What follows belongs to an exercise in optimizing a design on an open flow for small area, a short achievable clock period and few clock cycles per item; a production flow would make more cautious choices. Only simulation tests tie the RTL to the original design; equivalence was not proved.

==> try-harbor <==
## ntt_bfly
module ntt_bfly (
    input clk,
    input rst,
    input in_valid,
    input inv,
    input sub,
    input [16:0] a,
    input [16:0] b,
    input [16:0] tf,
    output out_valid,
    output [16:0] p
    );
export LEC_CHECK = 0
export CAP_MARGIN = 20
export CORE_MARGIN = 2
export CORE_UTILIZATION = 40
export GPL_TIMING_DRIVEN = 0
export SLEW_MARGIN = 20
export SYNTH_HIERARCHICAL = 1
create_clock -name core_clock -period 42.0 [get_ports {clk}]
run.sh (not shown) runs the stock make flow with config.mk's settings and CLKGATE_MAP_FILE= SYNTH_SCRIPT=/design/flow/synth_recipe.tcl, a recipe that flattens the netlist after the stock synthesis.
==> inputs of try-raven, as changes to try-harbor <==
==> flow/flow/run.sh (new file) <==
#!/bin/bash
# Own flow: the standard layout (standard.sh: the standard synthesis and
# steps), except:
#  - the cells that buffer_ports puts on the ports: buf_2 on each output
#    (hook before global placement), buf_1 on each input.  Every port still
#    gets a buffer of its own.
#  - clock tree synthesis without dummy load cells.
set -euo pipefail
here=$(pwd)
printf 'buffer_ports -outputs -buffer_cell sky130_fd_sc_hd__buf_2\n' > "$here/buffer_outputs.tcl"
export PRE_GLOBAL_PLACE_TCL="$here/buffer_outputs.tcl"
export BUFFER_PORTS_ARGS="-inputs -buffer_cell sky130_fd_sc_hd__buf_1"
export CTS_ARGS="-sink_clustering_enable -repair_clock_nets -dont_use_dummy_load -buf_list sky130_fd_sc_hd__clkbuf_8 -sink_clustering_size 24 -sink_clustering_max_diameter 200"
bash standard.sh finish > standard_make.log 2>&1
==> flow/standard.sh (new file) <==
#!/bin/bash
# synth_recipe.tcl (not shown) runs the flow's synth.tcl, then flattens the netlist and writes it again
# the make line also repeats each setting of config.mk as NAME=value (left out here)
make -C /OpenROAD-flow-scripts/flow DESIGN_CONFIG=/design/flow/config.mk WORK_HOME=/design/flow/orfs CLKGATE_MAP_FILE= SYNTH_SCRIPT=/design/flow/synth_recipe.tcl "${@:-finish}"
removed: flow/run.sh
==> run summary <==
status=finished clean; Fin Hold WS=~0.46 ns; metal3 WL=2630 um; routed len/inst=20.0 um; Post-Route WL=approximately 28000 um; Vias=7678; FMAX=around 100 MHz; Via density=approximately 5.5; GRT Overall Usage=22.3%; global-route wire length before repair=43800 um; Worst slew margin=18.3%; final core occ=between 40% and 50%; first-pass detailed-route iteration total=7; met2 Use GR=approximately a third
That was try-harbor.
==> run summary <==
status=finished clean; met2 Use GR=34.2%; GRT Overall Usage=22.2%; Num Clock Sinks=between 70 and 80; Fin Hold WS=0.450 ns; Post-Route WL=27700 um; metal3 WL=about 3000 um; FMAX=109 MHz; EDFF count, synth=0; final core occ=between 40% and 50%; global-route wire length before repair=44000 um; routed len/inst=20.0 um
That was try-raven.
Testbench counts of try-harbor, summed over its fixed seeds: cycles 24,008, items 24,000.
Testbench counts of try-raven, summed over its fixed seeds: cycles 24,008, items 24,000.


==> v5: inputs <==
Another version of the RTL of ntt_bfly (not shown whole).
clock: 42.0 ns
lec_check: 0
cap_margin: 20
core_margin: 2
core_utilization: 55
gpl_timing_driven: 0
slew_margin: 20
synth_hierarchical: 1
standard.sh (not shown) runs the stock make flow with config.mk's settings and CLKGATE_MAP_FILE= SYNTH_SCRIPT=/design/flow/synth_recipe.tcl, a recipe that flattens the netlist after the stock synthesis.
==> flow/flow/run.sh <==
#!/bin/bash
# Own flow: the standard layout (standard.sh: the standard synthesis and
# steps), except:
#  - the cells that buffer_ports puts on the ports: buf_2 on each output
#    (hook before global placement), buf_1 on each input.  Every port still
#    gets a buffer of its own.
#  - clock tree synthesis without dummy load cells.
set -euo pipefail
here=$(pwd)
printf 'buffer_ports -outputs -buffer_cell sky130_fd_sc_hd__buf_2\n' > "$here/buffer_outputs.tcl"
export PRE_GLOBAL_PLACE_TCL="$here/buffer_outputs.tcl"
export BUFFER_PORTS_ARGS="-inputs -buffer_cell sky130_fd_sc_hd__buf_1"
export CTS_ARGS="-sink_clustering_enable -repair_clock_nets -dont_use_dummy_load -buf_list sky130_fd_sc_hd__clkbuf_4 -sink_clustering_size 24 -sink_clustering_max_diameter 200"
bash standard.sh finish > standard_make.log 2>&1
==> v30: changes against v5 <==
--- a/flow/flow/run.sh
+++ b/flow/flow/run.sh
@@ -12,3 +12,3 @@
 export BUFFER_PORTS_ARGS="-inputs -buffer_cell sky130_fd_sc_hd__buf_1"
-export CTS_ARGS="-sink_clustering_enable -repair_clock_nets -dont_use_dummy_load -buf_list sky130_fd_sc_hd__clkbuf_4 -sink_clustering_size 24 -sink_clustering_max_diameter 200"
+export CTS_ARGS="-sink_clustering_enable -repair_clock_nets -dont_use_dummy_load -buf_list sky130_fd_sc_hd__clkbuf_8 -sink_clustering_size 24 -sink_clustering_max_diameter 200"
 bash standard.sh finish > standard_make.log 2>&1
==> run summary <==
Number of vias in the routed layout: v30 7425; v5 7448
Antenna diodes: v30 0; v5 2
Multi-input logic portion of the cell area: v30 75.3%; v5 75.7%
Iteration-0 DRC count of the detailed router: v30 819; v5 895
Root Buffer: v30 sky130_fd_sc_hd__clkbuf_8; v5 sky130_fd_sc_hd__clkbuf_4
Outcome: v30 timing/DRC/antenna clean; v5 timing/DRC/antenna clean
Max incr delay on CP: v30 0.33 ns; v5 0.34 ns
Amount of wire on met3 after detailed routing: v30 3.27 mm; v5 3.42 mm
Via count of the first global-routing pass: v30 7407; v5 7389
Hold WS: v30 0.420 ns; v5 0.425 ns
Highest attainable clock frequency: v30 0.109 GHz; v5 0.107 GHz
Met1 Use GR: v30 41.1%; v5 41.7%
Final Worst Setup Slack: v30 32.79 ns; v5 32.70 ns
Drt total wl: v30 27.3 mm; v5 27.3 mm
Clock Skew: v30 0.0233 ns; v5 0.0255 ns
Worst slew margin: v30 18.8%; v5 16.5%
Testbench counts of v5, summed over its fixed seeds: cycles 24,008, items 24,000.
Testbench counts of v30, summed over its fixed seeds: cycles 24,008, items 24,000.

separate check: timing with driven ports:
The flow's constraints put no driver on any port. The routed layouts listed below were extracted and timed again, unchanged, in two steps. Step 1, drivers: a clkbuf_16 drives clk and a buf_2 each remaining input, both assumed. Step 2 times the ports against the registers' clock, not the clock port: input delays grow and output delays shrink by t, the midpoint of the rising clock arrivals with the driver on. Slacks: ideal ports / drivers / drivers and shift; pairs: ideal ports / drivers.
| run | shift t [ns] | slack for setup (ns) | worst hold slack (ns) | latest minus earliest clock arrival (ns) | worst data-port slew with drivers (ns) |
|---|---|---|---|---|---|
| try-harbor | 0.390 | 32.403 / 32.354 / 32.744 | 0.458 / 0.458 / 0.458 | 0.012 / 0.012 | 0.03 |
| try-raven | 0.405 | 32.811 / 32.770 / 33.175 | 0.450 / 0.450 / 0.450 | 0.024 / 0.024 | 0.03 |
| v5 | 0.465 | 32.695 / 32.655 / 33.119 | 0.425 / 0.425 / 0.425 | 0.026 / 0.027 | 0.03 |
| v30 | 0.395 | 32.789 / 32.748 / 33.143 | 0.420 / 0.420 / 0.420 | 0.023 / 0.024 | 0.03 |
After both steps setup and hold are still met in every run listed.
